This is an optimization exercise on Yosys and OpenROAD, whose aim is small area, a short achievable clock period and few clock cycles per item, not a production implementation.
Where RTL was checked, it was by simulation tests only, not by an equivalence proof against the original.
The RTL of run 2 was laid out without a check of its function.
No activity file was given, so power comes from the tool's default toggle rates.

## flow/design.v (module list and top-level ports; edited modules follow where they fit)
// module part4_mac: 1433 lines
module part4_mac(clk, reset, a, b, f, valid_in, valid_out);
  // ...
==> flow/flow/run.sh <==
#!/bin/bash
# The standard layout, with two changes:
#  - one extra step between synthesis and floorplan: flow/bubble.py removes
#    the inverters that Yosys's full-adder extraction leaves around full
#    adders (a full adder is self-dual, so it can work on complemented inputs
#    and give complemented outputs instead). Registers and the logic
#    function are unchanged.
#  - the I/O ports are buffered with buf_2 cells instead of the default
#    delay-buffer cells.
set -uo pipefail
R=$PWD/orfs/results/sky130hd/part4_mac/base
P='BUFFER_PORTS_ARGS=-buffer_cell sky130_fd_sc_hd__buf_2'
bash standard.sh "$P" synth > synth.log 2>&1 || exit 1
cp "$R/1_2_yosys.v" 1_2_yosys_standard.v
python3 flow/bubble.py 1_2_yosys_standard.v "$R/1_2_yosys.v" > bubble.log 2>&1 || exit 1
touch "$R/1_2_yosys.v"
bash standard.sh "$P" finish > standard.log 2>&1
==> flow/flow/bubble.py <==
#!/usr/bin/env python3
"""Remove inverters around full-adder cells in a flat Yosys netlist.

A full adder is self-dual: FA(~a, ~b, ~c) = (~sum, ~cout). Yosys's full-adder
extraction often builds adders whose inputs and outputs all go through
inverters. This pass removes every inverter that does not drive a port,
chooses for each full adder whether it works on true or complemented
signals so that as few signals as possible are needed in both polarities,
and puts back one inverter per signal that is still needed inverted.
The logic function of every register input and output port is unchanged.

usage: bubble.py netlist.v [out.v]
"""
import re
import sys
from collections import defaultdict

OUT_PINS = {'X', 'Y', 'Q', 'Q_N', 'SUM', 'COUT', 'HI', 'LO'}
src = open(sys.argv[1]).read()
dst = sys.argv[2] if len(sys.argv) > 2 else sys.argv[1]

m = re.search(r'^\s*module\s+(\S+)\s*\((.*?)\);', src, re.S | re.M)
top = m.group(1)
# port bit names
ports = set()
for d, rng, names in re.findall(r'^\s*(input|output|inout)\s*(\[\d+:\d+\])?\s*([^;]+);', src, re.M):
    for n in names.split(','):
        n = n.strip()
        if rng:
            hi, lo = map(int, rng[1:-1].split(':'))
            for i in range(min(hi, lo), max(hi, lo) + 1):
                ports.add(f'{n}[{i}]')
        else:
            ports.add(n)

inst_re = re.compile(r'^\s*(sky130_fd_sc_hd__\w+)\s+(\S+)\s*\((.*?)\);\s*$', re.S | re.M)
pin_re = re.compile(r'\.(\w+)\((.*?)\)\s*(?:,|$)', re.S)


raw = {}


def norm(net):
    r = net.strip()
    net = r
    if net.startswith('\\'):
        net = net[1:].strip()
    raw.setdefault(net, r + (' ' if r.startswith('\\') else ''))
    return net


def vname(net):
    """net name as written in Verilog"""
    if net in raw:
        return raw[net]
    if re.fullmatch(r'[A-Za-z_][A-Za-z0-9_$]*(\[\d+\])?', net):
        return net
    if re.fullmatch(r'.*\[\d+\]', net):
        b, i = re.fullmatch(r'(.*)(\[\d+\])', net).groups()
        if re.fullmatch(r'[A-Za-z_][A-Za-z0-9_$]*', b):
            return net
        return '\\' + b + ' ' + i
    return '\\' + net + ' '


insts = []
for mm in inst_re.finditer(src):
    typ, name, body = mm.groups()
    pins = [(p, norm(n)) for p, n in pin_re.findall(body)]
    insts.append({'type': typ, 'name': name, 'pins': pins, 'span': mm.span()})

driver = {}
for k, it in enumerate(insts):
    for p, n in it['pins']:
        if p in OUT_PINS:
            driver[n] = (k, p)


def is_inv(it):
    return re.match(r'sky130_fd_sc_hd__(clk)?inv_\d+$', it['type']) is not None


def is_fa(it):
    return re.match(r'sky130_fd_sc_hd__fa_\d+$', it['type']) is not None


def pin(it, p):
    for q, n in it['pins']:
        if q == p:
            return n
    return None


removable = set()
for k, it in enumerate(insts):
    if is_inv(it) and pin(it, 'Y') not in ports and pin(it, 'A') is not None:
        removable.add(k)

memo = {}


def base(net):
    """(base net, polarity) of a net, looking through removable inverters"""
    if net in memo:
        return memo[net]
    d = driver.get(net)
    if d is not None and d[0] in removable:
        b, p = base(pin(insts[d[0]], 'A'))
        r = (b, p ^ 1)
    else:
        r = (net, 0)
    memo[net] = r
    return r


fas = [k for k, it in enumerate(insts) if is_fa(it)]
flippable = set()
for k in fas:
    outs = [pin(insts[k], 'SUM'), pin(insts[k], 'COUT')]
    if not any(o in ports for o in outs if o):
        flippable.add(k)

flip = defaultdict(int)
phys = defaultdict(int)
cnt = defaultdict(lambda: [0, 0])
demands = []          # (inst, pin, base, pol)
by_inst = defaultdict(list)
for k, it in enumerate(insts):
    if k in removable:
        continue
    for p, n in it['pins']:
        if p in OUT_PINS or n == '' or "'" in n:
            continue
        b, pol = base(n)
        demands.append([k, p, b, pol])
        by_inst[k].append(len(demands) - 1)
        cnt[b][pol] += 1


def needs(b):
    return 1 if cnt[b][phys[b] ^ 1] > 0 else 0


before = sum(needs(b) for b in list(cnt))
changed = True
passes = 0
while changed and passes < 50:
    changed = False
    passes += 1
    for k in fas:
        if k not in flippable:
            continue
        it = insts[k]
        outs = [o for o in (pin(it, 'SUM'), pin(it, 'COUT')) if o]
        aff = set(demands[i][2] for i in by_inst[k]) | set(outs)
        old = sum(needs(b) for b in aff)
        for i in by_inst[k]:
            d = demands[i]
            cnt[d[2]][d[3]] -= 1
            d[3] ^= 1
            cnt[d[2]][d[3]] += 1
        for o in outs:
            phys[o] ^= 1
        new = sum(needs(b) for b in aff)
        if new < old:
            flip[k] ^= 1
            changed = True
        else:   # undo
            for i in by_inst[k]:
                d = demands[i]
                cnt[d[2]][d[3]] -= 1
                d[3] ^= 1
                cnt[d[2]][d[3]] += 1
            for o in outs:
                phys[o] ^= 1
after = sum(needs(b) for b in list(cnt))

# rebuild
invnet = {}
newinst = []
newwires = []
conn = {}
for k, p, b, pol in demands:
    if pol == phys[b]:
        conn[(k, p)] = b
    else:
        if b not in invnet:
            j = len(invnet)
            invnet[b] = f'bbl_n{j}'
            newwires.append(f'bbl_n{j}')
            newinst.append(f'  sky130_fd_sc_hd__inv_1 bbl_i{j} (\n    .A({vname(b)}),\n    .Y(bbl_n{j})\n  );\n')
        conn[(k, p)] = invnet[b]

out = []
pos = 0
for k, it in enumerate(insts):
    s, e = it['span']
    out.append(src[pos:s])
    pos = e
    if k in removable:
        continue
    lines = [f'  {it["type"]} {it["name"]} (']
    pl = []
    for p, n in it['pins']:
        n2 = conn.get((k, p), n)
        pl.append(f'    .{p}({vname(n2) if n2 else ""})')
    lines.append(',\n'.join(pl))
    lines.append('  );')
    out.append('\n'.join(lines))
rest = src[pos:]
i = rest.rfind('endmodule')
out.append(rest[:i] + ''.join(newinst) + rest[i:])
text = ''.join(out)
# declare the new wires after the module header
hdr_end = m.end()
decl = ''.join(f'  wire {w};\n' for w in newwires)
text = text[:hdr_end] + '\n' + decl + text[hdr_end:]
open(dst, 'w').write(text)
print(f'bubble: {len(removable)} inverters removed, {len(invnet)} added '
      f'({before} -> {after} by count), {sum(flip.values())} of {len(fas)} full adders flipped',
      file=sys.stderr)
==> flow/standard.sh <==
#!/bin/bash
# synth_recipe.tcl (not shown) runs the flow's synth.tcl, then flattens the netlist and writes it again
# the make line also repeats each setting of config.mk as NAME=value (left out here)
make -C /OpenROAD-flow-scripts/flow DESIGN_CONFIG=/design/flow/config.mk WORK_HOME=/design/flow/orfs CLKGATE_MAP_FILE= SYNTH_SCRIPT=/design/flow/synth_recipe.tcl "${@:-finish}"
==> flow/config.mk <==
export PLATFORM = sky130hd
export DESIGN_NAME = part4_mac
export DESIGN_NICKNAME = part4_mac
export VERILOG_FILES = /design/flow/design.v
export SDC_FILE = /design/flow/constraint.sdc
export NUM_CORES = 4
export LEC_CHECK = 0
export CAP_MARGIN = 0
export CORE_MARGIN = 2
export CORE_UTILIZATION = 65
export CTS_BUF_LIST = sky130_fd_sc_hd__clkbuf_4 sky130_fd_sc_hd__clkbuf_8
export GPL_ROUTABILITY_DRIVEN = 0
export PLACE_DENSITY = 0.75
export SETUP_SLACK_MARGIN = 3.1
export SLEW_MARGIN = 0
export TNS_END_PERCENT = 10
==> flow/constraint.sdc <==
create_clock -name core_clock -period 6.0 [get_ports {clk}]
set_input_delay 1.2000 -clock core_clock [delete_from_list [all_inputs] [get_ports {clk}]]
set_output_delay 1.2000 -clock core_clock [all_outputs]
set_load 0.01 [all_outputs]
==> qor.txt, run 1 <==
outcome: complete, no violations
inverter count: 38
post-place setup slack: 2.18 ns
fin crit share: 0.532
Sink Count: 126
buffers inserted by post-CTS timing repair: 13
most used cell, CP: o211ai_1
R2R setup slack: 2.81 ns
crit path capture: keep
antenna-violating nets left: 0
fraction of area in multi-input gates: 0.595
Syn Area/Cell: 10.4 sq um
# Taps: 172
met1 GRT Util: 0.415
total wire length: 19700 um
worst vdd ir: 273 uV
Startpoint Class: flip-flop
commonest cells after routing, fill and taps aside: dfxtp_1, a22oi_1, fa_1
multi-input logic area: 0.00555 sq mm
fin nets: 998
Max Clock Skew: 0.0124 ns
Syn Inst Count: 801
final-layout clock buffer total: 20
H-tree lvl count: 4
commonest non-fill, non-tap cell in the layout: dfxtp_1
Reg2Reg Depth: 12
fin. max-slew vios: 0
layout cells sized above 1: 0.187
leakage power: 3.95 nW
final worst slack: 2.81 ns
Clock Tree Buf Depth: 2
Non-clk bufs: 72
met3 Use GR: 0.0721
cell family with most CP delay: compound AO/OA/AOI/OAI gates
Synth Cell Area: 0.00830 sq mm
gr ovfl total: 0
Final Cell Area: 0.00934 sq mm
drt via density: 5.98
Worst path slowest cell: fa_2
cts bufs inserted: 17
drt pass-1 iters: 5
Max-cap violations: 0
Starting Density: 0.661
Testbench counts, summed over its fixed seeds: cycles 4,824, items 4,800.
==> inputs of run 2 (changes only) <==
--- a/flow/design.v
+++ b/flow/design.v
@@ -273,180 +273,180 @@
   logic s266;
   logic c267;
   logic s268;
   logic c269;
   logic s270;
   logic c271;
   logic s272;
   logic c273;
-  logic s274;
-  logic c275;
-  logic s276;
-  logic c277;
-  logic s278;
-  logic c279;
-  logic s280;
-  logic c281;
-  logic s282;
-  logic c283;
-  logic s284;
-  logic c285;
-  logic s286;
-  logic c287;
-  logic s288;
-  logic c289;
-  logic s290;
-  logic c291;
-  logic s292;
-  logic c293;
-  logic s294;
-  logic c295;
-  logic s296;
-  logic c297;
-  logic s298;
-  logic c299;
-  logic s300;
-  logic c301;
-  logic s302;
-  logic c303;
-  logic s304;
-  logic c305;
-  logic s306;
-  logic c307;
-  logic s308;
-  logic c309;
-  logic s310;
-  logic c311;
-  logic s312;
-  logic c313;
-  logic s314;
-  logic c315;
-  logic s316;
-  logic c317;
-  logic s318;
-  logic c319;
-  logic s320;
-  logic c321;
-  logic s322;
-  logic c323;
-  logic s324;
-  logic c325;
-  logic s326;
-  logic c327;
-  logic s328;
-  logic c329;
-  logic sag330;
-  logic sag331;
-  logic sag332;
-  logic sag333;
-  logic sag334;
-  logic sag335;
-  logic sag336;
-  logic sag337;
-  logic sag338;
-  logic sag339;
-  logic sag340;
-  logic sag341;
-  logic sag342;
-  logic sag343;
-  logic sag344;
-  logic sag345;
-  logic sag346;
-  logic sag347;
-  logic sag348;
-  logic sag349;
-  logic sag350;
-  logic sag351;
-  logic sag352;
-  logic sag353;
-  logic sag354;
-  logic sag355;
-  logic sag356;
-  logic sag357;
-  logic sap358;
-  logic sap359;
-  logic sap360;
-  logic sap361;
-  logic sap362;
-  logic sap363;
-  logic sap364;
-  logic sap365;
-  logic sap366;
-  logic sap367;
-  logic sap368;
-  logic sap369;
-  logic sap370;
-  logic sap371;
-  logic sap372;
-  logic sap373;
-  logic sap374;
-  logic sap375;
-  logic sap376;
-  logic sap377;
-  logic sap378;
-  logic sap379;
-  logic sap380;
-  logic sap381;
-  logic sap382;
-  logic sap383;
-  logic sap384;
-  logic sap385;
-  logic saG386;
-  logic saP387;
-  logic saG388;
-  logic saP389;
-  logic saG390;
-  logic saP391;
-  logic saG392;
-  logic saP393;
-  logic saG394;
-  logic saP395;
-  logic saG396;
-  logic saP397;
-  logic saG398;
-  logic saP399;
-  logic saG400;
-  logic saP401;
-  logic saG402;
-  logic saP403;
-  logic saG404;
-  logic saP405;
-  logic saG406;
-  logic saP407;
-  logic saG408;
-  logic saP409;
-  logic saG410;
-  logic saP411;
-  logic saG412;
-  logic saP413;
-  logic saG414;
-  logic saP415;
-  logic saG416;
-  logic saP417;
-  logic saG418;
-  logic saP419;
-  logic saG420;
-  logic saP421;
-  logic saG422;
-  logic saP423;
-  logic saG424;
-  logic saP425;
-  logic saG426;
-  logic saP427;
-  logic saG428;
-  logic saP429;
-  logic saG430;
-  logic saP431;
-  logic saG432;
-  logic saP433;
-  logic saG434;
-  logic saP435;
-  logic saG436;
-  logic saP437;
+  logic h274;
+  logic g275;
+  logic h276;
+  logic g277;
+  logic h278;
+  logic g279;
+  logic h280;
+  logic g281;
+  logic h282;
+  logic g283;
+  logic h284;
+  logic g285;
+  logic h286;
+  logic g287;
+  logic h288;
+  logic g289;
+  logic h290;
+  logic g291;
+  logic h292;
+  logic g293;
+  logic h294;
+  logic g295;
+  logic h296;
+  logic g297;
+  logic h298;
+  logic g299;
+  logic h300;
+  logic g301;
+  logic h302;
+  logic g303;
+  logic h304;
+  logic g305;
+  logic h306;
+  logic g307;
+  logic h308;
+  logic g309;
+  logic h310;
+  logic g311;
+  logic h312;
+  logic g313;
+  logic h314;
+  logic g315;
+  logic h316;
+  logic g317;
+  logic h318;
+  logic g319;
+  logic h320;
+  logic g321;
+  logic h322;
+  logic g323;
+  logic h324;
+  logic g325;
+  logic x326;
+  logic y327;
+  logic x328;
+  logic y329;
+  logic x330;
+  logic y331;
+  logic x332;
+  logic y333;
+  logic x334;
+  logic y335;
+  logic x336;
+  logic y337;
+  logic x338;
+  logic y339;
+  logic x340;
+  logic y341;
+  logic x342;
+  logic y343;
+  logic x344;
+  logic y345;
+  logic x346;
+  logic y347;
+  logic x348;
+  logic y349;
+  logic x350;
+  logic y351;
+  logic x352;
+  logic y353;
+  logic x354;
+  logic y355;
+  logic x356;
+  logic y357;
+  logic x358;
+  logic y359;
+  logic x360;
+  logic y361;
+  logic x362;
+  logic y363;
+  logic x364;
+  logic y365;
+  logic x366;
+  logic y367;
+  logic x368;
+  logic y369;
+  logic x370;
+  logic y371;
+  logic x372;
+  logic y373;
+  logic x374;
+  logic y375;
+  logic x376;
+  logic y377;
+  logic x378;
+  logic y379;
+  logic x380;
+  logic y381;
+  logic sag382;
+  logic sag383;
+  logic sag384;
+  logic sag385;
+  logic sag386;
+  logic sag387;
+  logic sag388;
+  logic sag389;
+  logic sag390;
+  logic sag391;
+  logic sag392;
+  logic sag393;
+  logic sag394;
+  logic sag395;
+  logic sag396;
+  logic sag397;
+  logic sag398;
+  logic sag399;
+  logic sag400;
+  logic sag401;
+  logic sag402;
+  logic sag403;
+  logic sag404;
+  logic sag405;
+  logic sag406;
+  logic sag407;
+  logic sag408;
+  logic sag409;
+  logic sap410;
+  logic sap411;
+  logic sap412;
+  logic sap413;
+  logic sap414;
+  logic sap415;
+  logic sap416;
+  logic sap417;
+  logic sap418;
+  logic sap419;
+  logic sap420;
+  logic sap421;
+  logic sap422;
+  logic sap423;
+  logic sap424;
+  logic sap425;
+  logic sap426;
+  logic sap427;
+  logic sap428;
+  logic sap429;
+  logic sap430;
+  logic sap431;
+  logic sap432;
+  logic sap433;
+  logic sap434;
+  logic sap435;
+  logic sap436;
+  logic sap437;
   logic saG438;
   logic saP439;
   logic saG440;
   logic saP441;
   logic saG442;
   logic saP443;
   logic saG444;
   logic saP445;
@@ -565,81 +565,43 @@
   logic saG558;
   logic saP559;
   logic saG560;
   logic saP561;
   logic saG562;
   logic saP563;
   logic saG564;
   logic saP565;
-  logic saG566;
-  logic saP567;
-  logic saG568;
-  logic saP569;
-  logic saG570;
-  logic saP571;
-  logic saG572;
-  logic saP573;
-  logic saG574;
-  logic saP575;
-  logic saG576;
-  logic saP577;
-  logic saG578;
-  logic saP579;
-  logic saG580;
-  logic saP581;
-  logic saG582;
-  logic saP583;
-  logic saG584;
-  logic saP585;
-  logic saG586;
-  logic saP587;
-  logic saG588;
-  logic saP589;
-  logic saG590;
-  logic saP591;
-  logic saG592;
-  logic saP593;
-  logic saG594;
-  logic saP595;
-  logic saG596;
-  logic saP597;
-  logic saG598;
-  logic saP599;
-  logic saG600;
-  logic saP601;
-  logic saG602;
-  logic saP603;
-  logic sas604;
-  logic sas605;
-  logic sas606;
-  logic sas607;
-  logic sas608;
-  logic sas609;
-  logic sas610;
-  logic sas611;
-  logic sas612;
-  logic sas613;
-  logic sas614;
-  logic sas615;
-  logic sas616;
-  logic sas617;
-  logic sas618;
-  logic sas619;
-  logic sas620;
-  logic sas621;
-  logic sas622;
-  logic sas623;
-  logic sas624;
-  logic sas625;
-  logic sas626;
-  logic sas627;
-  logic sas628;
-  logic sas629;
-  logic sas630;
+  logic sas566;
+  logic sas567;
+  logic sas568;
+  logic sas569;
+  logic sas570;
+  logic sas571;
+  logic sas572;
+  logic sas573;
+  logic sas574;
+  logic sas575;
+  logic sas576;
+  logic sas577;
+  logic sas578;
+  logic sas579;
+  logic sas580;
+  logic sas581;
+  logic sas582;
+  logic sas583;
+  logic sas584;
+  logic sas585;
+  logic sas586;
+  logic sas587;
+  logic sas588;
+  logic sas589;
+  logic sas590;
+  logic sas591;
+  logic sas592;
   logic [27:0] accx;
   logic r1_c0_0;
   logic r1_c0_1;
   logic r1_c1_0;
   logic r1_c2_0;
   logic r1_c2_1;
   logic r1_c3_0;
   logic r1_c3_1;
@@ -960,373 +922,335 @@
   assign s266 = c185 ^ s222 ^ c221;
   assign c267 = (c185 & s222) | (c185 & c221) | (s222 & c221);
   assign s268 = pp5_89 ^ s224 ^ c223;
   assign c269 = (pp5_89 & s224) | (pp5_89 & c223) | (s224 & c223);
   assign s270 = pp6_103 ^ pp5_90 ^ c225;
   assign c271 = (pp6_103 & pp5_90) | (pp6_103 & c225) | (pp5_90 & c225);
   assign s272 = 1'b1 ^ pp6_104;
   assign c273 = 1'b1 & pp6_104;
-  assign s274 = accx[0] ^ r1_c0_0 ^ r1_c0_1;
-  assign c275 = (accx[0] & r1_c0_0) | (accx[0] & r1_c0_1) | (r1_c0_0 & r1_c0_1);
-  assign s276 = accx[1] ^ r1_c1_0;
-  assign c277 = accx[1] & r1_c1_0;
-  assign s278 = accx[2] ^ r1_c2_0 ^ r1_c2_1;
-  assign c279 = (accx[2] & r1_c2_0) | (accx[2] & r1_c2_1) | (r1_c2_0 & r1_c2_1);
-  assign s280 = accx[3] ^ r1_c3_0 ^ r1_c3_1;
-  assign c281 = (accx[3] & r1_c3_0) | (accx[3] & r1_c3_1) | (r1_c3_0 & r1_c3_1);
-  assign s282 = accx[4] ^ r1_c4_0 ^ r1_c4_1;
-  assign c283 = (accx[4] & r1_c4_0) | (accx[4] & r1_c4_1) | (r1_c4_0 & r1_c4_1);
-  assign s284 = accx[5] ^ r1_c5_0 ^ r1_c5_1;
-  assign c285 = (accx[5] & r1_c5_0) | (accx[5] & r1_c5_1) | (r1_c5_0 & r1_c5_1);
-  assign s286 = accx[6] ^ r1_c6_0 ^ r1_c6_1;
-  assign c287 = (accx[6] & r1_c6_0) | (accx[6] & r1_c6_1) | (r1_c6_0 & r1_c6_1);
-  assign s288 = accx[7] ^ r1_c7_0 ^ r1_c7_1;
-  assign c289 = (accx[7] & r1_c7_0) | (accx[7] & r1_c7_1) | (r1_c7_0 & r1_c7_1);
-  assign s290 = accx[8] ^ r1_c8_0 ^ r1_c8_1;
-  assign c291 = (accx[8] & r1_c8_0) | (accx[8] & r1_c8_1) | (r1_c8_0 & r1_c8_1);
-  assign s292 = accx[9] ^ r1_c9_0 ^ r1_c9_1;
-  assign c293 = (accx[9] & r1_c9_0) | (accx[9] & r1_c9_1) | (r1_c9_0 & r1_c9_1);
-  assign s294 = accx[10] ^ r1_c10_0 ^ r1_c10_1;
-  assign c295 = (accx[10] & r1_c10_0) | (accx[10] & r1_c10_1) | (r1_c10_0 & r1_c10_1);
-  assign s296 = accx[11] ^ r1_c11_0 ^ r1_c11_1;
-  assign c297 = (accx[11] & r1_c11_0) | (accx[11] & r1_c11_1) | (r1_c11_0 & r1_c11_1);
-  assign s298 = accx[12] ^ r1_c12_0 ^ r1_c12_1;
-  assign c299 = (accx[12] & r1_c12_0) | (accx[12] & r1_c12_1) | (r1_c12_0 & r1_c12_1);
-  assign s300 = accx[13] ^ r1_c13_0 ^ r1_c13_1;
-  assign c301 = (accx[13] & r1_c13_0) | (accx[13] & r1_c13_1) | (r1_c13_0 & r1_c13_1);
-  assign s302 = accx[14] ^ r1_c14_0 ^ r1_c14_1;
-  assign c303 = (accx[14] & r1_c14_0) | (accx[14] & r1_c14_1) | (r1_c14_0 & r1_c14_1);
-  assign s304 = accx[15] ^ r1_c15_0 ^ r1_c15_1;
-  assign c305 = (accx[15] & r1_c15_0) | (accx[15] & r1_c15_1) | (r1_c15_0 & r1_c15_1);
-  assign s306 = accx[16] ^ r1_c16_0 ^ r1_c16_1;
-  assign c307 = (accx[16] & r1_c16_0) | (accx[16] & r1_c16_1) | (r1_c16_0 & r1_c16_1);
-  assign s308 = accx[17] ^ r1_c17_0 ^ r1_c17_1;
-  assign c309 = (accx[17] & r1_c17_0) | (accx[17] & r1_c17_1) | (r1_c17_0 & r1_c17_1);
-  assign s310 = accx[18] ^ r1_c18_0 ^ r1_c18_1;
-  assign c311 = (accx[18] & r1_c18_0) | (accx[18] & r1_c18_1) | (r1_c18_0 & r1_c18_1);
-  assign s312 = accx[19] ^ r1_c19_0 ^ r1_c19_1;
-  assign c313 = (accx[19] & r1_c19_0) | (accx[19] & r1_c19_1) | (r1_c19_0 & r1_c19_1);
-  assign s314 = accx[20] ^ r1_c20_0 ^ r1_c20_1;
-  assign c315 = (accx[20] & r1_c20_0) | (accx[20] & r1_c20_1) | (r1_c20_0 & r1_c20_1);
-  assign s316 = accx[21] ^ r1_c21_0 ^ r1_c21_1;
-  assign c317 = (accx[21] & r1_c21_0) | (accx[21] & r1_c21_1) | (r1_c21_0 & r1_c21_1);
-  assign s318 = accx[22] ^ r1_c22_0 ^ r1_c22_1;
-  assign c319 = (accx[22] & r1_c22_0) | (accx[22] & r1_c22_1) | (r1_c22_0 & r1_c22_1);
-  assign s320 = accx[23] ^ r1_c23_0 ^ r1_c23_1;
-  assign c321 = (accx[23] & r1_c23_0) | (accx[23] & r1_c23_1) | (r1_c23_0 & r1_c23_1);
-  assign s322 = accx[24] ^ r1_c24_0 ^ r1_c24_1;
-  assign c323 = (accx[24] & r1_c24_0) | (accx[24] & r1_c24_1) | (r1_c24_0 & r1_c24_1);
-  assign s324 = accx[25] ^ r1_c25_0 ^ r1_c25_1;
-  assign c325 = (accx[25] & r1_c25_0) | (accx[25] & r1_c25_1) | (r1_c25_0 & r1_c25_1);
-  assign s326 = accx[26] ^ r1_c26_0 ^ r1_c26_1;
-  assign c327 = (accx[26] & r1_c26_0) | (accx[26] & r1_c26_1) | (r1_c26_0 & r1_c26_1);
-  assign s328 = accx[27] ^ 1'b1;
-  assign c329 = accx[27] & 1'b1;
-  assign sag330 = s274 & 1'b0;
-  assign sag331 = s276 & c275;
-  assign sag332 = s278 & c277;
-  assign sag333 = s280 & c279;
-  assign sag334 = s282 & c281;
-  assign sag335 = s284 & c283;
-  assign sag336 = s286 & c285;
-  assign sag337 = s288 & c287;
-  assign sag338 = s290 & c289;
-  assign sag339 = s292 & c291;
-  assign sag340 = s294 & c293;
-  assign sag341 = s296 & c295;
-  assign sag342 = s298 & c297;
-  assign sag343 = s300 & c299;
-  assign sag344 = s302 & c301;
-  assign sag345 = s304 & c303;
-  assign sag346 = s306 & c305;
-  assign sag347 = s308 & c307;
-  assign sag348 = s310 & c309;
-  assign sag349 = s312 & c311;
-  assign sag350 = s314 & c313;
-  assign sag351 = s316 & c315;
-  assign sag352 = s318 & c317;
-  assign sag353 = s320 & c319;
-  assign sag354 = s322 & c321;
-  assign sag355 = s324 & c323;
-  assign sag356 = s326 & c325;
-  assign sag357 = s328 & c327;
-  assign sap358 = s274 ^ 1'b0;
-  assign sap359 = s276 ^ c275;
-  assign sap360 = s278 ^ c277;
-  assign sap361 = s280 ^ c279;
-  assign sap362 = s282 ^ c281;
-  assign sap363 = s284 ^ c283;
-  assign sap364 = s286 ^ c285;
-  assign sap365 = s288 ^ c287;
-  assign sap366 = s290 ^ c289;
-  assign sap367 = s292 ^ c291;
-  assign sap368 = s294 ^ c293;
-  assign sap369 = s296 ^ c295;
-  assign sap370 = s298 ^ c297;
-  assign sap371 = s300 ^ c299;
-  assign sap372 = s302 ^ c301;
-  assign sap373 = s304 ^ c303;
-  assign sap374 = s306 ^ c305;
-  assign sap375 = s308 ^ c307;
-  assign sap376 = s310 ^ c309;
-  assign sap377 = s312 ^ c311;
-  assign sap378 = s314 ^ c313;
-  assign sap379 = s316 ^ c315;
-  assign sap380 = s318 ^ c317;
-  assign sap381 = s320 ^ c319;
-  assign sap382 = s322 ^ c321;
-  assign sap383 = s324 ^ c323;
-  assign sap384 = s326 ^ c325;
-  assign sap385 = s328 ^ c327;
-  assign saG386 = sag331 | (sap359 & sag330);
-  assign saP387 = sap359 & sap358;
-  assign saG388 = sag332 | (sap360 & sag331);
-  assign saP389 = sap360 & sap359;
-  assign saG390 = sag333 | (sap361 & sag332);
-  assign saP391 = sap361 & sap360;
-  assign saG392 = sag334 | (sap362 & sag333);
-  assign saP393 = sap362 & sap361;
-  assign saG394 = sag335 | (sap363 & sag334);
-  assign saP395 = sap363 & sap362;
-  assign saG396 = sag336 | (sap364 & sag335);
-  assign saP397 = sap364 & sap363;
-  assign saG398 = sag337 | (sap365 & sag336);
-  assign saP399 = sap365 & sap364;
-  assign saG400 = sag338 | (sap366 & sag337);
-  assign saP401 = sap366 & sap365;
-  assign saG402 = sag339 | (sap367 & sag338);
-  assign saP403 = sap367 & sap366;
-  assign saG404 = sag340 | (sap368 & sag339);
-  assign saP405 = sap368 & sap367;
-  assign saG406 = sag341 | (sap369 & sag340);
-  assign saP407 = sap369 & sap368;
-  assign saG408 = sag342 | (sap370 & sag341);
-  assign saP409 = sap370 & sap369;
-  assign saG410 = sag343 | (sap371 & sag342);
-  assign saP411 = sap371 & sap370;
-  assign saG412 = sag344 | (sap372 & sag343);
-  assign saP413 = sap372 & sap371;
-  assign saG414 = sag345 | (sap373 & sag344);
-  assign saP415 = sap373 & sap372;
-  assign saG416 = sag346 | (sap374 & sag345);
-  assign saP417 = sap374 & sap373;
-  assign saG418 = sag347 | (sap375 & sag346);
-  assign saP419 = sap375 & sap374;
-  assign saG420 = sag348 | (sap376 & sag347);
-  assign saP421 = sap376 & sap375;
-  assign saG422 = sag349 | (sap377 & sag348);
-  assign saP423 = sap377 & sap376;
-  assign saG424 = sag350 | (sap378 & sag349);
-  assign saP425 = sap378 & sap377;
-  assign saG426 = sag351 | (sap379 & sag350);
-  assign saP427 = sap379 & sap378;
-  assign saG428 = sag352 | (sap380 & sag351);
-  assign saP429 = sap380 & sap379;
-  assign saG430 = sag353 | (sap381 & sag352);
-  assign saP431 = sap381 & sap380;
-  assign saG432 = sag354 | (sap382 & sag353);
-  assign saP433 = sap382 & sap381;
-  assign saG434 = sag355 | (sap383 & sag354);
-  assign saP435 = sap383 & sap382;
-  assign saG436 = sag356 | (sap384 & sag355);
-  assign saP437 = sap384 & sap383;
-  assign saG438 = sag357 | (sap385 & sag356);
-  assign saP439 = sap385 & sap384;
-  assign saG440 = saG388 | (saP389 & sag330);
-  assign saP441 = saP389 & sap358;
-  assign saG442 = saG390 | (saP391 & saG386);
-  assign saP443 = saP391 & saP387;
-  assign saG444 = saG392 | (saP393 & saG388);
-  assign saP445 = saP393 & saP389;
-  assign saG446 = saG394 | (saP395 & saG390);
-  assign saP447 = saP395 & saP391;
-  assign saG448 = saG396 | (saP397 & saG392);
-  assign saP449 = saP397 & saP393;
-  assign saG450 = saG398 | (saP399 & saG394);
-  assign saP451 = saP399 & saP395;
-  assign saG452 = saG400 | (saP401 & saG396);
-  assign saP453 = saP401 & saP397;
-  assign saG454 = saG402 | (saP403 & saG398);
-  assign saP455 = saP403 & saP399;
-  assign saG456 = saG404 | (saP405 & saG400);
-  assign saP457 = saP405 & saP401;
-  assign saG458 = saG406 | (saP407 & saG402);
-  assign saP459 = saP407 & saP403;
-  assign saG460 = saG408 | (saP409 & saG404);
-  assign saP461 = saP409 & saP405;
-  assign saG462 = saG410 | (saP411 & saG406);
-  assign saP463 = saP411 & saP407;
-  assign saG464 = saG412 | (saP413 & saG408);
-  assign saP465 = saP413 & saP409;
-  assign saG466 = saG414 | (saP415 & saG410);
-  assign saP467 = saP415 & saP411;
-  assign saG468 = saG416 | (saP417 & saG412);
-  assign saP469 = saP417 & saP413;
-  assign saG470 = saG418 | (saP419 & saG414);
-  assign saP471 = saP419 & saP415;
-  assign saG472 = saG420 | (saP421 & saG416);
-  assign saP473 = saP421 & saP417;
-  assign saG474 = saG422 | (saP423 & saG418);
-  assign saP475 = saP423 & saP419;
-  assign saG476 = saG424 | (saP425 & saG420);
-  assign saP477 = saP425 & saP421;
-  assign saG478 = saG426 | (saP427 & saG422);
-  assign saP479 = saP427 & saP423;
-  assign saG480 = saG428 | (saP429 & saG424);
-  assign saP481 = saP429 & saP425;
-  assign saG482 = saG430 | (saP431 & saG426);
-  assign saP483 = saP431 & saP427;
-  assign saG484 = saG432 | (saP433 & saG428);
-  assign saP485 = saP433 & saP429;
-  assign saG486 = saG434 | (saP435 & saG430);
-  assign saP487 = saP435 & saP431;
-  assign saG488 = saG436 | (saP437 & saG432);
-  assign saP489 = saP437 & saP433;
-  assign saG490 = saG438 | (saP439 & saG434);
-  assign saP491 = saP439 & saP435;
-  assign saG492 = saG444 | (saP445 & sag330);
-  assign saP493 = saP445 & sap358;
-  assign saG494 = saG446 | (saP447 & saG386);
-  assign saP495 = saP447 & saP387;
-  assign saG496 = saG448 | (saP449 & saG440);
-  assign saP497 = saP449 & saP441;
-  assign saG498 = saG450 | (saP451 & saG442);
-  assign saP499 = saP451 & saP443;
-  assign saG500 = saG452 | (saP453 & saG444);
-  assign saP501 = saP453 & saP445;
-  assign saG502 = saG454 | (saP455 & saG446);
-  assign saP503 = saP455 & saP447;
-  assign saG504 = saG456 | (saP457 & saG448);
-  assign saP505 = saP457 & saP449;
-  assign saG506 = saG458 | (saP459 & saG450);
-  assign saP507 = saP459 & saP451;
-  assign saG508 = saG460 | (saP461 & saG452);
-  assign saP509 = saP461 & saP453;
-  assign saG510 = saG462 | (saP463 & saG454);
-  assign saP511 = saP463 & saP455;
-  assign saG512 = saG464 | (saP465 & saG456);
-  assign saP513 = saP465 & saP457;
-  assign saG514 = saG466 | (saP467 & saG458);
-  assign saP515 = saP467 & saP459;
-  assign saG516 = saG468 | (saP469 & saG460);
-  assign saP517 = saP469 & saP461;
-  assign saG518 = saG470 | (saP471 & saG462);
-  assign saP519 = saP471 & saP463;
-  assign saG520 = saG472 | (saP473 & saG464);
-  assign saP521 = saP473 & saP465;
-  assign saG522 = saG474 | (saP475 & saG466);
-  assign saP523 = saP475 & saP467;
-  assign saG524 = saG476 | (saP477 & saG468);
-  assign saP525 = saP477 & saP469;
-  assign saG526 = saG478 | (saP479 & saG470);
-  assign saP527 = saP479 & saP471;
-  assign saG528 = saG480 | (saP481 & saG472);
-  assign saP529 = saP481 & saP473;
-  assign saG530 = saG482 | (saP483 & saG474);
-  assign saP531 = saP483 & saP475;
-  assign saG532 = saG484 | (saP485 & saG476);
-  assign saP533 = saP485 & saP477;
-  assign saG534 = saG486 | (saP487 & saG478);
-  assign saP535 = saP487 & saP479;
-  assign saG536 = saG488 | (saP489 & saG480);
-  assign saP537 = saP489 & saP481;
-  assign saG538 = saG490 | (saP491 & saG482);
-  assign saP539 = saP491 & saP483;
-  assign saG540 = saG500 | (saP501 & sag330);
-  assign saP541 = saP501 & sap358;
-  assign saG542 = saG502 | (saP503 & saG386);
-  assign saP543 = saP503 & saP387;
-  assign saG544 = saG504 | (saP505 & saG440);
-  assign saP545 = saP505 & saP441;
-  assign saG546 = saG506 | (saP507 & saG442);
-  assign saP547 = saP507 & saP443;
-  assign saG548 = saG508 | (saP509 & saG492);
-  assign saP549 = saP509 & saP493;
-  assign saG550 = saG510 | (saP511 & saG494);
-  assign saP551 = saP511 & saP495;
-  assign saG552 = saG512 | (saP513 & saG496);
-  assign saP553 = saP513 & saP497;
-  assign saG554 = saG514 | (saP515 & saG498);
-  assign saP555 = saP515 & saP499;
-  assign saG556 = saG516 | (saP517 & saG500);
-  assign saP557 = saP517 & saP501;
-  assign saG558 = saG518 | (saP519 & saG502);
-  assign saP559 = saP519 & saP503;
-  assign saG560 = saG520 | (saP521 & saG504);
-  assign saP561 = saP521 & saP505;
-  assign saG562 = saG522 | (saP523 & saG506);
-  assign saP563 = saP523 & saP507;
-  assign saG564 = saG524 | (saP525 & saG508);
-  assign saP565 = saP525 & saP509;
-  assign saG566 = saG526 | (saP527 & saG510);
-  assign saP567 = saP527 & saP511;
-  assign saG568 = saG528 | (saP529 & saG512);
-  assign saP569 = saP529 & saP513;
-  assign saG570 = saG530 | (saP531 & saG514);
-  assign saP571 = saP531 & saP515;
-  assign saG572 = saG532 | (saP533 & saG516);
-  assign saP573 = saP533 & saP517;
-  assign saG574 = saG534 | (saP535 & saG518);
-  assign saP575 = saP535 & saP519;
-  assign saG576 = saG536 | (saP537 & saG520);
-  assign saP577 = saP537 & saP521;
-  assign saG578 = saG538 | (saP539 & saG522);
-  assign saP579 = saP539 & saP523;
-  assign saG580 = saG556 | (saP557 & sag330);
-  assign saP581 = saP557 & sap358;
-  assign saG582 = saG558 | (saP559 & saG386);
-  assign saP583 = saP559 & saP387;
-  assign saG584 = saG560 | (saP561 & saG440);
-  assign saP585 = saP561 & saP441;
-  assign saG586 = saG562 | (saP563 & saG442);
-  assign saP587 = saP563 & saP443;
-  assign saG588 = saG564 | (saP565 & saG492);
-  assign saP589 = saP565 & saP493;
-  assign saG590 = saG566 | (saP567 & saG494);
-  assign saP591 = saP567 & saP495;
-  assign saG592 = saG568 | (saP569 & saG496);
-  assign saP593 = saP569 & saP497;
-  assign saG594 = saG570 | (saP571 & saG498);
-  assign saP595 = saP571 & saP499;
-  assign saG596 = saG572 | (saP573 & saG540);
-  assign saP597 = saP573 & saP541;
-  assign saG598 = saG574 | (saP575 & saG542);
-  assign saP599 = saP575 & saP543;
-  assign saG600 = saG576 | (saP577 & saG544);
-  assign saP601 = saP577 & saP545;
-  assign saG602 = saG578 | (saP579 & saG546);
-  assign saP603 = saP579 & saP547;
-  assign sas604 = sap359 ^ sag330;
-  assign sas605 = sap360 ^ saG386;
-  assign sas606 = sap361 ^ saG440;
-  assign sas607 = sap362 ^ saG442;
-  assign sas608 = sap363 ^ saG492;
-  assign sas609 = sap364 ^ saG494;
-  assign sas610 = sap365 ^ saG496;
-  assign sas611 = sap366 ^ saG498;
-  assign sas612 = sap367 ^ saG540;
-  assign sas613 = sap368 ^ saG542;
-  assign sas614 = sap369 ^ saG544;
-  assign sas615 = sap370 ^ saG546;
-  assign sas616 = sap371 ^ saG548;
-  assign sas617 = sap372 ^ saG550;
-  assign sas618 = sap373 ^ saG552;
-  assign sas619 = sap374 ^ saG554;
-  assign sas620 = sap375 ^ saG580;
-  assign sas621 = sap376 ^ saG582;
-  assign sas622 = sap377 ^ saG584;
-  assign sas623 = sap378 ^ saG586;
-  assign sas624 = sap379 ^ saG588;
-  assign sas625 = sap380 ^ saG590;
-  assign sas626 = sap381 ^ saG592;
-  assign sas627 = sap382 ^ saG594;
-  assign sas628 = sap383 ^ saG596;
-  assign sas629 = sap384 ^ saG598;
-  assign sas630 = sap385 ^ saG600;
+  assign h274 = pp0_1 ^ neg_r[0];
+  assign g275 = pp0_1 & neg_r[0];
+  assign h276 = s226 ^ pp0_3;
+  assign g277 = s226 & pp0_3;
+  assign h278 = c227 ^ s228;
+  assign g279 = c227 & s228;
+  assign h280 = c229 ^ s230;
+  assign g281 = c229 & s230;
+  assign h282 = c231 ^ s232;
+  assign g283 = c231 & s232;
+  assign h284 = c233 ^ s234;
+  assign g285 = c233 & s234;
+  assign h286 = c235 ^ s236;
+  assign g287 = c235 & s236;
+  assign h288 = c237 ^ s238;
+  assign g289 = c237 & s238;
+  assign h290 = c239 ^ s240;
+  assign g291 = c239 & s240;
+  assign h292 = c241 ^ s242;
+  assign g293 = c241 & s242;
+  assign h294 = c243 ^ s244;
+  assign g295 = c243 & s244;
+  assign h296 = c245 ^ s246;
+  assign g297 = c245 & s246;
+  assign h298 = c247 ^ s248;
+  assign g299 = c247 & s248;
+  assign h300 = c249 ^ s250;
+  assign g301 = c249 & s250;
+  assign h302 = c251 ^ s252;
+  assign g303 = c251 & s252;
+  assign h304 = c253 ^ s254;
+  assign g305 = c253 & s254;
+  assign h306 = c255 ^ s256;
+  assign g307 = c255 & s256;
+  assign h308 = c257 ^ s258;
+  assign g309 = c257 & s258;
+  assign h310 = c259 ^ s260;
+  assign g311 = c259 & s260;
+  assign h312 = c261 ^ s262;
+  assign g313 = c261 & s262;
+  assign h314 = c263 ^ s264;
+  assign g315 = c263 & s264;
+  assign h316 = c265 ^ s266;
+  assign g317 = c265 & s266;
+  assign h318 = c267 ^ s268;
+  assign g319 = c267 & s268;
+  assign h320 = c269 ^ s270;
+  assign g321 = c269 & s270;
+  assign h322 = c271 ^ s272;
+  assign g323 = c271 & s272;
+  assign h324 = c273 ^ pp6_105;
+  assign g325 = c273 & pp6_105;
+  assign x326 = accx[0] ^ r1_c0_0;
+  assign y327 = r1_c0_1 | (accx[0] & r1_c0_0);
+  assign x328 = accx[1] ^ r1_c1_0;
+  assign y329 = accx[1] & r1_c1_0;
+  assign x330 = accx[2] ^ r1_c2_0;
+  assign y331 = r1_c2_1 | (accx[2] & r1_c2_0);
+  assign x332 = accx[3] ^ r1_c3_0;
+  assign y333 = r1_c3_1 | (accx[3] & r1_c3_0);
+  assign x334 = accx[4] ^ r1_c4_0;
+  assign y335 = r1_c4_1 | (accx[4] & r1_c4_0);
+  assign x336 = accx[5] ^ r1_c5_0;
+  assign y337 = r1_c5_1 | (accx[5] & r1_c5_0);
+  assign x338 = accx[6] ^ r1_c6_0;
+  assign y339 = r1_c6_1 | (accx[6] & r1_c6_0);
+  assign x340 = accx[7] ^ r1_c7_0;
+  assign y341 = r1_c7_1 | (accx[7] & r1_c7_0);
+  assign x342 = accx[8] ^ r1_c8_0;
+  assign y343 = r1_c8_1 | (accx[8] & r1_c8_0);
+  assign x344 = accx[9] ^ r1_c9_0;
+  assign y345 = r1_c9_1 | (accx[9] & r1_c9_0);
+  assign x346 = accx[10] ^ r1_c10_0;
+  assign y347 = r1_c10_1 | (accx[10] & r1_c10_0);
+  assign x348 = accx[11] ^ r1_c11_0;
+  assign y349 = r1_c11_1 | (accx[11] & r1_c11_0);
+  assign x350 = accx[12] ^ r1_c12_0;
+  assign y351 = r1_c12_1 | (accx[12] & r1_c12_0);
+  assign x352 = accx[13] ^ r1_c13_0;
+  assign y353 = r1_c13_1 | (accx[13] & r1_c13_0);
+  assign x354 = accx[14] ^ r1_c14_0;
+  assign y355 = r1_c14_1 | (accx[14] & r1_c14_0);
+  assign x356 = accx[15] ^ r1_c15_0;
+  assign y357 = r1_c15_1 | (accx[15] & r1_c15_0);
+  assign x358 = accx[16] ^ r1_c16_0;
+  assign y359 = r1_c16_1 | (accx[16] & r1_c16_0);
+  assign x360 = accx[17] ^ r1_c17_0;
+  assign y361 = r1_c17_1 | (accx[17] & r1_c17_0);
+  assign x362 = accx[18] ^ r1_c18_0;
+  assign y363 = r1_c18_1 | (accx[18] & r1_c18_0);
+  assign x364 = accx[19] ^ r1_c19_0;
+  assign y365 = r1_c19_1 | (accx[19] & r1_c19_0);
+  assign x366 = accx[20] ^ r1_c20_0;
+  assign y367 = r1_c20_1 | (accx[20] & r1_c20_0);
+  assign x368 = accx[21] ^ r1_c21_0;
+  assign y369 = r1_c21_1 | (accx[21] & r1_c21_0);
+  assign x370 = accx[22] ^ r1_c22_0;
+  assign y371 = r1_c22_1 | (accx[22] & r1_c22_0);
+  assign x372 = accx[23] ^ r1_c23_0;
+  assign y373 = r1_c23_1 | (accx[23] & r1_c23_0);
+  assign x374 = accx[24] ^ r1_c24_0;
+  assign y375 = r1_c24_1 | (accx[24] & r1_c24_0);
+  assign x376 = accx[25] ^ r1_c25_0;
+  assign y377 = r1_c25_1 | (accx[25] & r1_c25_0);
+  assign x378 = accx[26] ^ r1_c26_0;
+  assign y379 = r1_c26_1 | (accx[26] & r1_c26_0);
+  assign x380 = accx[27] ^ 1'b1;
+  assign y381 = accx[27] & 1'b1;
+  assign sag382 = x326 & 1'b0;
+  assign sag383 = x328 & y327;
+  assign sag384 = x330 & y329;
+  assign sag385 = x332 & y331;
+  assign sag386 = x334 & y333;
+  assign sag387 = x336 & y335;
+  assign sag388 = x338 & y337;
+  assign sag389 = x340 & y339;
+  assign sag390 = x342 & y341;
+  assign sag391 = x344 & y343;
+  assign sag392 = x346 & y345;
+  assign sag393 = x348 & y347;
+  assign sag394 = x350 & y349;
+  assign sag395 = x352 & y351;
+  assign sag396 = x354 & y353;
+  assign sag397 = x356 & y355;
+  assign sag398 = x358 & y357;
+  assign sag399 = x360 & y359;
+  assign sag400 = x362 & y361;
+  assign sag401 = x364 & y363;
+  assign sag402 = x366 & y365;
+  assign sag403 = x368 & y367;
+  assign sag404 = x370 & y369;
+  assign sag405 = x372 & y371;
+  assign sag406 = x374 & y373;
+  assign sag407 = x376 & y375;
+  assign sag408 = x378 & y377;
+  assign sag409 = x380 & y379;
+  assign sap410 = x326 ^ 1'b0;
+  assign sap411 = x328 ^ y327;
+  assign sap412 = x330 ^ y329;
+  assign sap413 = x332 ^ y331;
+  assign sap414 = x334 ^ y333;
+  assign sap415 = x336 ^ y335;
+  assign sap416 = x338 ^ y337;
+  assign sap417 = x340 ^ y339;
+  assign sap418 = x342 ^ y341;
+  assign sap419 = x344 ^ y343;
+  assign sap420 = x346 ^ y345;
+  assign sap421 = x348 ^ y347;
+  assign sap422 = x350 ^ y349;
+  assign sap423 = x352 ^ y351;
+  assign sap424 = x354 ^ y353;
+  assign sap425 = x356 ^ y355;
+  assign sap426 = x358 ^ y357;
+  assign sap427 = x360 ^ y359;
+  assign sap428 = x362 ^ y361;
+  assign sap429 = x364 ^ y363;
+  assign sap430 = x366 ^ y365;
+  assign sap431 = x368 ^ y367;
+  assign sap432 = x370 ^ y369;
+  assign sap433 = x372 ^ y371;
+  assign sap434 = x374 ^ y373;
+  assign sap435 = x376 ^ y375;
+  assign sap436 = x378 ^ y377;
+  assign sap437 = x380 ^ y379;
+  assign saG438 = sag383 | (sap411 & sag382);
+  assign saP439 = sap411 & sap410;
+  assign saG440 = sag385 | (sap413 & sag384);
+  assign saP441 = sap413 & sap412;
+  assign saG442 = sag387 | (sap415 & sag386);
+  assign saP443 = sap415 & sap414;
+  assign saG444 = sag389 | (sap417 & sag388);
+  assign saP445 = sap417 & sap416;
+  assign saG446 = sag391 | (sap419 & sag390);
+  assign saP447 = sap419 & sap418;
+  assign saG448 = sag393 | (sap421 & sag392);
+  assign saP449 = sap421 & sap420;
+  assign saG450 = sag395 | (sap423 & sag394);
+  assign saP451 = sap423 & sap422;
+  assign saG452 = sag397 | (sap425 & sag396);
+  assign saP453 = sap425 & sap424;
+  assign saG454 = sag399 | (sap427 & sag398);
+  assign saP455 = sap427 & sap426;
+  assign saG456 = sag401 | (sap429 & sag400);
+  assign saP457 = sap429 & sap428;
+  assign saG458 = sag403 | (sap431 & sag402);
+  assign saP459 = sap431 & sap430;
+  assign saG460 = sag405 | (sap433 & sag404);
+  assign saP461 = sap433 & sap432;
+  assign saG462 = sag407 | (sap435 & sag406);
+  assign saP463 = sap435 & sap434;
+  assign saG464 = sag409 | (sap437 & sag408);
+  assign saP465 = sap437 & sap436;
+  assign saG466 = sag384 | (sap412 & saG438);
+  assign saP467 = sap412 & saP439;
+  assign saG468 = saG440 | (saP441 & saG438);
+  assign saP469 = saP441 & saP439;
+  assign saG470 = sag388 | (sap416 & saG442);
+  assign saP471 = sap416 & saP443;
+  assign saG472 = saG444 | (saP445 & saG442);
+  assign saP473 = saP445 & saP443;
+  assign saG474 = sag392 | (sap420 & saG446);
+  assign saP475 = sap420 & saP447;
+  assign saG476 = saG448 | (saP449 & saG446);
+  assign saP477 = saP449 & saP447;
+  assign saG478 = sag396 | (sap424 & saG450);
+  assign saP479 = sap424 & saP451;
+  assign saG480 = saG452 | (saP453 & saG450);
+  assign saP481 = saP453 & saP451;
+  assign saG482 = sag400 | (sap428 & saG454);
+  assign saP483 = sap428 & saP455;
+  assign saG484 = saG456 | (saP457 & saG454);
+  assign saP485 = saP457 & saP455;
+  assign saG486 = sag404 | (sap432 & saG458);
+  assign saP487 = sap432 & saP459;
+  assign saG488 = saG460 | (saP461 & saG458);
+  assign saP489 = saP461 & saP459;
+  assign saG490 = sag408 | (sap436 & saG462);
+  assign saP491 = sap436 & saP463;
+  assign saG492 = saG464 | (saP465 & saG462);
+  assign saP493 = saP465 & saP463;
+  assign saG494 = sag386 | (sap414 & saG468);
+  assign saP495 = sap414 & saP469;
+  assign saG496 = saG442 | (saP443 & saG468);
+  assign saP497 = saP443 & saP469;
+  assign saG498 = saG470 | (saP471 & saG468);
+  assign saP499 = saP471 & saP469;
+  assign saG500 = saG472 | (saP473 & saG468);
+  assign saP501 = saP473 & saP469;
+  assign saG502 = sag394 | (sap422 & saG476);
+  assign saP503 = sap422 & saP477;
+  assign saG504 = saG450 | (saP451 & saG476);
+  assign saP505 = saP451 & saP477;
+  assign saG506 = saG478 | (saP479 & saG476);
+  assign saP507 = saP479 & saP477;
+  assign saG508 = saG480 | (saP481 & saG476);
+  assign saP509 = saP481 & saP477;
+  assign saG510 = sag402 | (sap430 & saG484);
+  assign saP511 = sap430 & saP485;
+  assign saG512 = saG458 | (saP459 & saG484);
+  assign saP513 = saP459 & saP485;
+  assign saG514 = saG486 | (saP487 & saG484);
+  assign saP515 = saP487 & saP485;
+  assign saG516 = saG488 | (saP489 & saG484);
+  assign saP517 = saP489 & saP485;
+  assign saG518 = sag390 | (sap418 & saG500);
+  assign saP519 = sap418 & saP501;
+  assign saG520 = saG446 | (saP447 & saG500);
+  assign saP521 = saP447 & saP501;
+  assign saG522 = saG474 | (saP475 & saG500);
+  assign saP523 = saP475 & saP501;
+  assign saG524 = saG476 | (saP477 & saG500);
+  assign saP525 = saP477 & saP501;
+  assign saG526 = saG502 | (saP503 & saG500);
+  assign saP527 = saP503 & saP501;
+  assign saG528 = saG504 | (saP505 & saG500);
+  assign saP529 = saP505 & saP501;
+  assign saG530 = saG506 | (saP507 & saG500);
+  assign saP531 = saP507 & saP501;
+  assign saG532 = saG508 | (saP509 & saG500);
+  assign saP533 = saP509 & saP501;
+  assign saG534 = sag406 | (sap434 & saG516);
+  assign saP535 = sap434 & saP517;
+  assign saG536 = saG462 | (saP463 & saG516);
+  assign saP537 = saP463 & saP517;
+  assign saG538 = saG490 | (saP491 & saG516);
+  assign saP539 = saP491 & saP517;
+  assign saG540 = saG492 | (saP493 & saG516);
+  assign saP541 = saP493 & saP517;
+  assign saG542 = sag398 | (sap426 & saG532);
+  assign saP543 = sap426 & saP533;
+  assign saG544 = saG454 | (saP455 & saG532);
+  assign saP545 = saP455 & saP533;
+  assign saG546 = saG482 | (saP483 & saG532);
+  assign saP547 = saP483 & saP533;
+  assign saG548 = saG484 | (saP485 & saG532);
+  assign saP549 = saP485 & saP533;
+  assign saG550 = saG510 | (saP511 & saG532);
+  assign saP551 = saP511 & saP533;
+  assign saG552 = saG512 | (saP513 & saG532);
+  assign saP553 = saP513 & saP533;
+  assign saG554 = saG514 | (saP515 & saG532);
+  assign saP555 = saP515 & saP533;
+  assign saG556 = saG516 | (saP517 & saG532);
+  assign saP557 = saP517 & saP533;
+  assign saG558 = saG534 | (saP535 & saG532);
+  assign saP559 = saP535 & saP533;
+  assign saG560 = saG536 | (saP537 & saG532);
+  assign saP561 = saP537 & saP533;
+  assign saG562 = saG538 | (saP539 & saG532);
+  assign saP563 = saP539 & saP533;
+  assign saG564 = saG540 | (saP541 & saG532);
+  assign saP565 = saP541 & saP533;
+  assign sas566 = sap411 ^ sag382;
+  assign sas567 = sap412 ^ saG438;
+  assign sas568 = sap413 ^ saG466;
+  assign sas569 = sap414 ^ saG468;
+  assign sas570 = sap415 ^ saG494;
+  assign sas571 = sap416 ^ saG496;
+  assign sas572 = sap417 ^ saG498;
+  assign sas573 = sap418 ^ saG500;
+  assign sas574 = sap419 ^ saG518;
+  assign sas575 = sap420 ^ saG520;
+  assign sas576 = sap421 ^ saG522;
+  assign sas577 = sap422 ^ saG524;
+  assign sas578 = sap423 ^ saG526;
+  assign sas579 = sap424 ^ saG528;
+  assign sas580 = sap425 ^ saG530;
+  assign sas581 = sap426 ^ saG532;
+  assign sas582 = sap427 ^ saG542;
+  assign sas583 = sap428 ^ saG544;
+  assign sas584 = sap429 ^ saG546;
+  assign sas585 = sap430 ^ saG548;
+  assign sas586 = sap431 ^ saG550;
+  assign sas587 = sap432 ^ saG552;
+  assign sas588 = sap433 ^ saG554;
+  assign sas589 = sap434 ^ saG556;
+  assign sas590 = sap435 ^ saG558;
+  assign sas591 = sap436 ^ saG560;
+  assign sas592 = sap437 ^ saG562;
   logic [1:0] v;       
   logic [0:0] rd;      
   logic take;
   assign take = valid_in & ~reset;
   always_ff @(posedge clk) begin
     a_r <= take ? a : 14'd0;    
     neg_r[0] <= b[1];
     one_r[0] <= b[0] ^ 1'b0;
@@ -1345,69 +1269,69 @@
     two_r[4] <= (b[9] ^ b[8]) & ~(b[8] ^ b[7]);
     neg_r[5] <= b[11];
     one_r[5] <= b[10] ^ b[9];
     two_r[5] <= (b[11] ^ b[10]) & ~(b[10] ^ b[9]);
     neg_r[6] <= b[13];
     one_r[6] <= b[12] ^ b[11];
     two_r[6] <= (b[13] ^ b[12]) & ~(b[12] ^ b[11]);
     sgn <= {sgn, a[13] ^ b[13]};
-    r1_c0_0 <= pp0_1;
-    r1_c0_1 <= neg_r[0];
+    r1_c0_0 <= h274;
+    r1_c0_1 <= g275;
     r1_c1_0 <= pp0_2;
-    r1_c2_0 <= s226;
-    r1_c2_1 <= pp0_3;
-    r1_c3_0 <= c227;
-    r1_c3_1 <= s228;
-    r1_c4_0 <= c229;
-    r1_c4_1 <= s230;
-    r1_c5_0 <= c231;
-    r1_c5_1 <= s232;
-    r1_c6_0 <= c233;
-    r1_c6_1 <= s234;
-    r1_c7_0 <= c235;
-    r1_c7_1 <= s236;
-    r1_c8_0 <= c237;
-    r1_c8_1 <= s238;
-    r1_c9_0 <= c239;
-    r1_c9_1 <= s240;
-    r1_c10_0 <= c241;
-    r1_c10_1 <= s242;
-    r1_c11_0 <= c243;
-    r1_c11_1 <= s244;
-    r1_c12_0 <= c245;
-    r1_c12_1 <= s246;
-    r1_c13_0 <= c247;
-    r1_c13_1 <= s248;
-    r1_c14_0 <= c249;
-    r1_c14_1 <= s250;
-    r1_c15_0 <= c251;
-    r1_c15_1 <= s252;
-    r1_c16_0 <= c253;
-    r1_c16_1 <= s254;
-    r1_c17_0 <= c255;
-    r1_c17_1 <= s256;
-    r1_c18_0 <= c257;
-    r1_c18_1 <= s258;
-    r1_c19_0 <= c259;
-    r1_c19_1 <= s260;
-    r1_c20_0 <= c261;
-    r1_c20_1 <= s262;
-    r1_c21_0 <= c263;
-    r1_c21_1 <= s264;
-    r1_c22_0 <= c265;
-    r1_c22_1 <= s266;
-    r1_c23_0 <= c267;
-    r1_c23_1 <= s268;
-    r1_c24_0 <= c269;
-    r1_c24_1 <= s270;
-    r1_c25_0 <= c271;
-    r1_c25_1 <= s272;
-    r1_c26_0 <= c273;
-    r1_c26_1 <= pp6_105;
+    r1_c2_0 <= h276;
+    r1_c2_1 <= g277;
+    r1_c3_0 <= h278;
+    r1_c3_1 <= g279;
+    r1_c4_0 <= h280;
+    r1_c4_1 <= g281;
+    r1_c5_0 <= h282;
+    r1_c5_1 <= g283;
+    r1_c6_0 <= h284;
+    r1_c6_1 <= g285;
+    r1_c7_0 <= h286;
+    r1_c7_1 <= g287;
+    r1_c8_0 <= h288;
+    r1_c8_1 <= g289;
+    r1_c9_0 <= h290;
+    r1_c9_1 <= g291;
+    r1_c10_0 <= h292;
+    r1_c10_1 <= g293;
+    r1_c11_0 <= h294;
+    r1_c11_1 <= g295;
+    r1_c12_0 <= h296;
+    r1_c12_1 <= g297;
+    r1_c13_0 <= h298;
+    r1_c13_1 <= g299;
+    r1_c14_0 <= h300;
+    r1_c14_1 <= g301;
+    r1_c15_0 <= h302;
+    r1_c15_1 <= g303;
+    r1_c16_0 <= h304;
+    r1_c16_1 <= g305;
+    r1_c17_0 <= h306;
+    r1_c17_1 <= g307;
+    r1_c18_0 <= h308;
+    r1_c18_1 <= g309;
+    r1_c19_0 <= h310;
+    r1_c19_1 <= g311;
+    r1_c20_0 <= h312;
+    r1_c20_1 <= g313;
+    r1_c21_0 <= h314;
+    r1_c21_1 <= g315;
+    r1_c22_0 <= h316;
+    r1_c22_1 <= g317;
+    r1_c23_0 <= h318;
+    r1_c23_1 <= g319;
+    r1_c24_0 <= h320;
+    r1_c24_1 <= g321;
+    r1_c25_0 <= h322;
+    r1_c25_1 <= g323;
+    r1_c26_0 <= h324;
+    r1_c26_1 <= g325;
   end
   always_ff @(posedge clk) begin
     if (reset) begin
       v <= '0;
       valid_out <= 1'b0;
     end else begin
       v <= {v, valid_in};
       valid_out <= v[1];
@@ -1415,17 +1339,17 @@
     rd <= reset;
   end
   logic [27:0] sum, raw;
   logic ovp, ovn, zr, clr, keep, ovp_n, ovn_n;
   assign clr = reset | (|rd);
   assign accx[26:0] = {27{ovp}} | (raw[26:0] & {27{keep}});
   assign accx[27] = ovn | (raw[27] & ~ovp & ~zr);
   assign f = accx;
-  assign sum = {sas630, sas629, sas628, sas627, sas626, sas625, sas624, sas623, sas622, sas621, sas620, sas619, sas618, sas617, sas616, sas615, sas614, sas613, sas612, sas611, sas610, sas609, sas608, sas607, sas606, sas605, sas604, sap358};
+  assign sum = {sas592, sas591, sas590, sas589, sas588, sas587, sas586, sas585, sas584, sas583, sas582, sas581, sas580, sas579, sas578, sas577, sas576, sas575, sas574, sas573, sas572, sas571, sas570, sas569, sas568, sas567, sas566, sap410};
   assign ovp_n = ~clr & ~accx[27] & ~sp_r & sum[27];
   assign ovn_n = ~clr & accx[27] & sp_r & ~sum[27];
   always_ff @(posedge clk) begin
     raw <= sum;
     zr <= clr;
     ovp <= ovp_n;
     ovn <= ovn_n;
     keep <= ~clr & ~ovn_n;    
==> flow/flow/run.sh (replaced) <==
#!/bin/bash
# The standard layout, with one extra step between synthesis and
# floorplan: flow/bubble.py removes the inverters that Yosys's full-adder
# extraction leaves around full adders (a full adder is self-dual, so it can
# work on complemented inputs and give complemented outputs instead).
# Registers and the logic function are unchanged.
set -uo pipefail
R=$PWD/orfs/results/sky130hd/part4_mac/base
bash standard.sh synth > synth.log 2>&1 || exit 1
cp "$R/1_2_yosys.v" 1_2_yosys_standard.v
python3 flow/bubble.py 1_2_yosys_standard.v "$R/1_2_yosys.v" > bubble.log 2>&1 || exit 1
touch "$R/1_2_yosys.v"
bash standard.sh finish > standard.log 2>&1
==> flow/config.mk (replaced) <==
export PLATFORM = sky130hd
export DESIGN_NAME = part4_mac
export DESIGN_NICKNAME = part4_mac
export VERILOG_FILES = /design/flow/design.v
export SDC_FILE = /design/flow/constraint.sdc
export NUM_CORES = 4
export LEC_CHECK = 0
export CAP_MARGIN = 20
export CORE_MARGIN = 2
export CORE_UTILIZATION = 65
export CTS_BUF_LIST = sky130_fd_sc_hd__clkbuf_4 sky130_fd_sc_hd__clkbuf_8
export PLACE_DENSITY = 0.75
export SETUP_SLACK_MARGIN = 3.1
export SLEW_MARGIN = 20
==> qor.txt, run 2 <==
outcome: complete, no violations (unchanged)
setup TNS: 0 ns (unchanged)
Reg clk slew, reported paths: 0.07 ns (about the same)
antenna-violating nets left: 0 (unchanged)
Tmin final: 3.30 ns (was 3.19 ns)
Yosys warning total: 1 (unchanged)
Syn Nets: 1011 (was 960)
Largest Register: raw (unchanged)
H-tree lvl count: 4 (unchanged)
drt via density: 6.39 (was 5.98)
Clk Latency, worst-skew pair: 0.45 ns (about the same)
die width: 118 um (was 117 um)
cts bufs inserted: 17 (unchanged)
Core Area: 0.0127 sq mm (was 0.0126 sq mm)
worst-margin pin slew: 0.691 ns (was 0.899 ns)
post-place setup slack: 2.44 ns (was 2.18 ns)
CP Capture Type: flip-flop (unchanged)
r2r startpoint: ovp (unchanged)
Sink Count: 126 (unchanged)
Startpoint Class: flip-flop (unchanged)
Worst path max stage delay: 0.41 ns (about the same)
gr ovfl total: 0 (unchanged)
Core Rows: 41 (unchanged)
crit-path cells: buf_16 -> a21o_1 -> ha_1 -> or2_2 -> ha_4 -> buf_4 -> a21oi_1 -> o21ai_2 -> a22oi_2 -> a31oi_4 -> buf_6 -> o21a_4 -> buf_12 -> nor2_4 -> xnor2_1 (was buf_8 -> a21o_1 -> fa_1 -> ha_2 -> fa_2 -> a21oi_2 -> nor3b_2 -> o211ai_1 -> o211ai_1 -> nor3_2 -> xor2_2 -> o21ba_2)
final setup vio count: 0 (unchanged)
Final HPWL DP: 14100 um (was 13800 um)
leakage power: 5.12 nW (was 3.95 nW)
Crit Path Class: flip-flop to flip-flop (unchanged)
Clock Tree Buf Depth: 2 (unchanged)
routability cong.: 0.927
vias in the first global route: 6606 (was 6126)
Die ar.: 0.0140 sq mm (was 0.0137 sq mm)
DRC viols: 0 (unchanged)
Power Total: 0.00607 W (was 0.00538 W)
Max-cap violations: 0 (unchanged)
Worst path slowest cell: dfxtp_4 (was fa_2)
Worst Min Path Start: sgn[0] (unchanged)
fin nets: 1151 (was 998)
Fmax achieved: 303 MHz (was 313 MHz)
Fillers: 480 (was 889)
Synth Cell Area: 0.00847 sq mm (was 0.00830 sq mm)
R2R setup slack: 2.70 ns (was 2.81 ns)
total wire length: 28300 um (was 19700 um)
CTS tree: yes (unchanged)
antenna violations before repair: 0 (unchanged)
initial DRC count: 1088 (was 763)
Non-Filler Instances: 1149 (was 1024)
final worst slack: 2.70 ns (was 2.81 ns)
Syn Area/Cell: 10.3 sq um (was 10.4 sq um)
Area Growth Syn to Fin: 35.7% (was 12.5%)
die height: 118 um (was 117 um)
cell area after placement: 0.00932 sq mm (was 0.00869 sq mm)
worst flop-to-flop path endpoint: raw[25] (was keep)
Root Buffer: clkbuf_8 (unchanged)
Reg2Reg Depth: 15 (was 12)
Final Hold Viols: 0 (unchanged)
worst endpoint required time: 6.36 ns (was 6.39 ns)
worst vdd ir: 257 uV (was 273 uV)
Starting Density: 0.668 (was 0.661)
largest net degree at the start of global routing: 28 (was 17)
commonest non-fill, non-tap cell in the layout: dfxtp_1 (unchanged)
Worst Path Arrival: 3.66 ns (was 3.58 ns)
GRT Total Usage: 0.317 (was 0.306)
number of port buffers: 59 (unchanged)
Avg WL per Cell: 24.6 um (was 19.3 um)
first-pass GRT wire length: 34300 um (was 31500 um)
diodes inserted: 0 (unchanged)
Final Cell Area: 0.0115 sq mm (was 0.00934 sq mm)
vias: 7338 (was 6120)
RSZ-0062 raised after global routing: true (unchanged)
number of cells after detailed placement: 1006 (was 979)
max FFs per register: 28 (unchanged)
HP Class: flip-flop to flip-flop (unchanged)
largest registers: raw x28, a_r x14 (unchanged)
commonest cells after routing, fill and taps aside: dfxtp_1, buf_4, xor2_1 (was dfxtp_1, a22oi_1, fa_1)
io pins: 60 (unchanged)
P per Cell Area: 528 mW/mm^2 (was 577 mW/mm^2)
fin crit share: 0.550 (was 0.532)
Syn Inst Count: 824 (was 801)
Worst Hold End: sgn[1] (unchanged)
Max transition margin: 0.539 (was 0.400)
crit-path max FO: 7 (was 14)
layout cells sized above 1: 0.363 (was 0.187)
Max Clock Skew: 0.0130 ns (was 0.0124 ns)
fin. max-slew vios: 0 (unchanged)
hold path depth: 0 (unchanged)
drt pass-1 iters: 8 (was 5)
## run 2: where the power goes
group	switching, W	internal [W]	total (W)
sequential	0.000157	0.00114	0.00130
combinational	0.00208	0.00197	0.00405
clock	0.000370	0.000348	0.000719
total	0.00261	0.00346	0.00607
## run 2: per-layer routing
layer / track usage / share of wire / up-vias
li1: - / - / 3063
met1: 0.420 / 0.37 / 3536
met2: 0.497 / 0.47 / 557
met3: 0.0707 / 0.097 / 182
met4: 0.141 / 0.064 / 0
met5: 0 / 0 / -
## run 2: worst max path at each step
stage,startpoint,to,slack [ns]
detailed placement,neg_r[6],r1_c16_0,2.44
finish,ovp,raw[25],2.70
global placement,neg_r[6],r1_c16_0,2.52
floorplan,a_r[4],r1_c16_0,2.86
CTS,a_r[8],r1_c16_0,2.81
global route,ovp,raw[26],2.65
## run 2: critical path: cells and delay by family, from the launching register on
| family | cells | cell delay (ns) |
|---|---|---|
| AOI/OAI and AO/OA | 6 | 1.25 |
| xor gates and xnor gates | 1 | 0.13 |
| adders and majority gates | 2 | 0.42 |
| buffers and inverters | 4 | 0.61 |
| DFF | 1 | 0.41 |
| and+or+nand+nor | 2 | 0.38 |
## run 2: cell type report
| cell class | instances | area (sq um) | area share |
|---|---|---|---|
| Clock buffer | 19 | 262 | 0.0228 |
| Timing Repair Buffer | 172 | 1630 | 0.142 |
| Multi-Input combinational cell | 580 | 6380 | 0.555 |
| Inverter | 67 | 251 | 0.0219 |
| Clock inverter | 13 | 116 | 0.0101 |
| Sequential cell | 126 | 2630 | 0.229 |
| Tap cell | 172 | 215 | 0.0187 |
## run 2: stage by stage
step	utilization	hold WS [ns]
after floorplan	-	0.310
after global placement	0.735	0.316
after detailed placement	0.735	0.318
after CTS	0.836	0.335
after global routing	0.907	0.346
final	0.907	0.331
## run 2: repair_timing
item,in CTS,in global routing
gates cloned,2,1
endpoints found under the setup margin,75,55
hold buffers,0,0
resized for setup,150,102
pin swaps,47,60
buffers inserted,52,56

separate check: timing with driven ports:
No port has a modelled driver above. Below, the same layouts with a new extraction and two added sets of constraints.
Step 1 sets driving cells, clkbuf_16 on the clock port and buf_2 on the other inputs (assumed; they add their load-dependent delay and slew).
Step 2, shift: input delay + t, output delay - t, t = (earliest + latest rising clock arrival at the registers) / 2. This alone moves slack from input paths to output paths.
a / b / c = ideal / step 1 / step 2; a / b = the first two.
run | t (ns) | slack for setup (ns) | worst setup path after step 2 | worst register clock-pin slew, ns
run 1 | 0.479 | 2.806 / 2.806 / 2.806 | register to register | 0.08 / 0.08
run 2 | 0.479 | 2.700 / 2.700 / 2.700 | register to register | 0.09 / 0.09
After both steps every run listed still meets setup and hold.
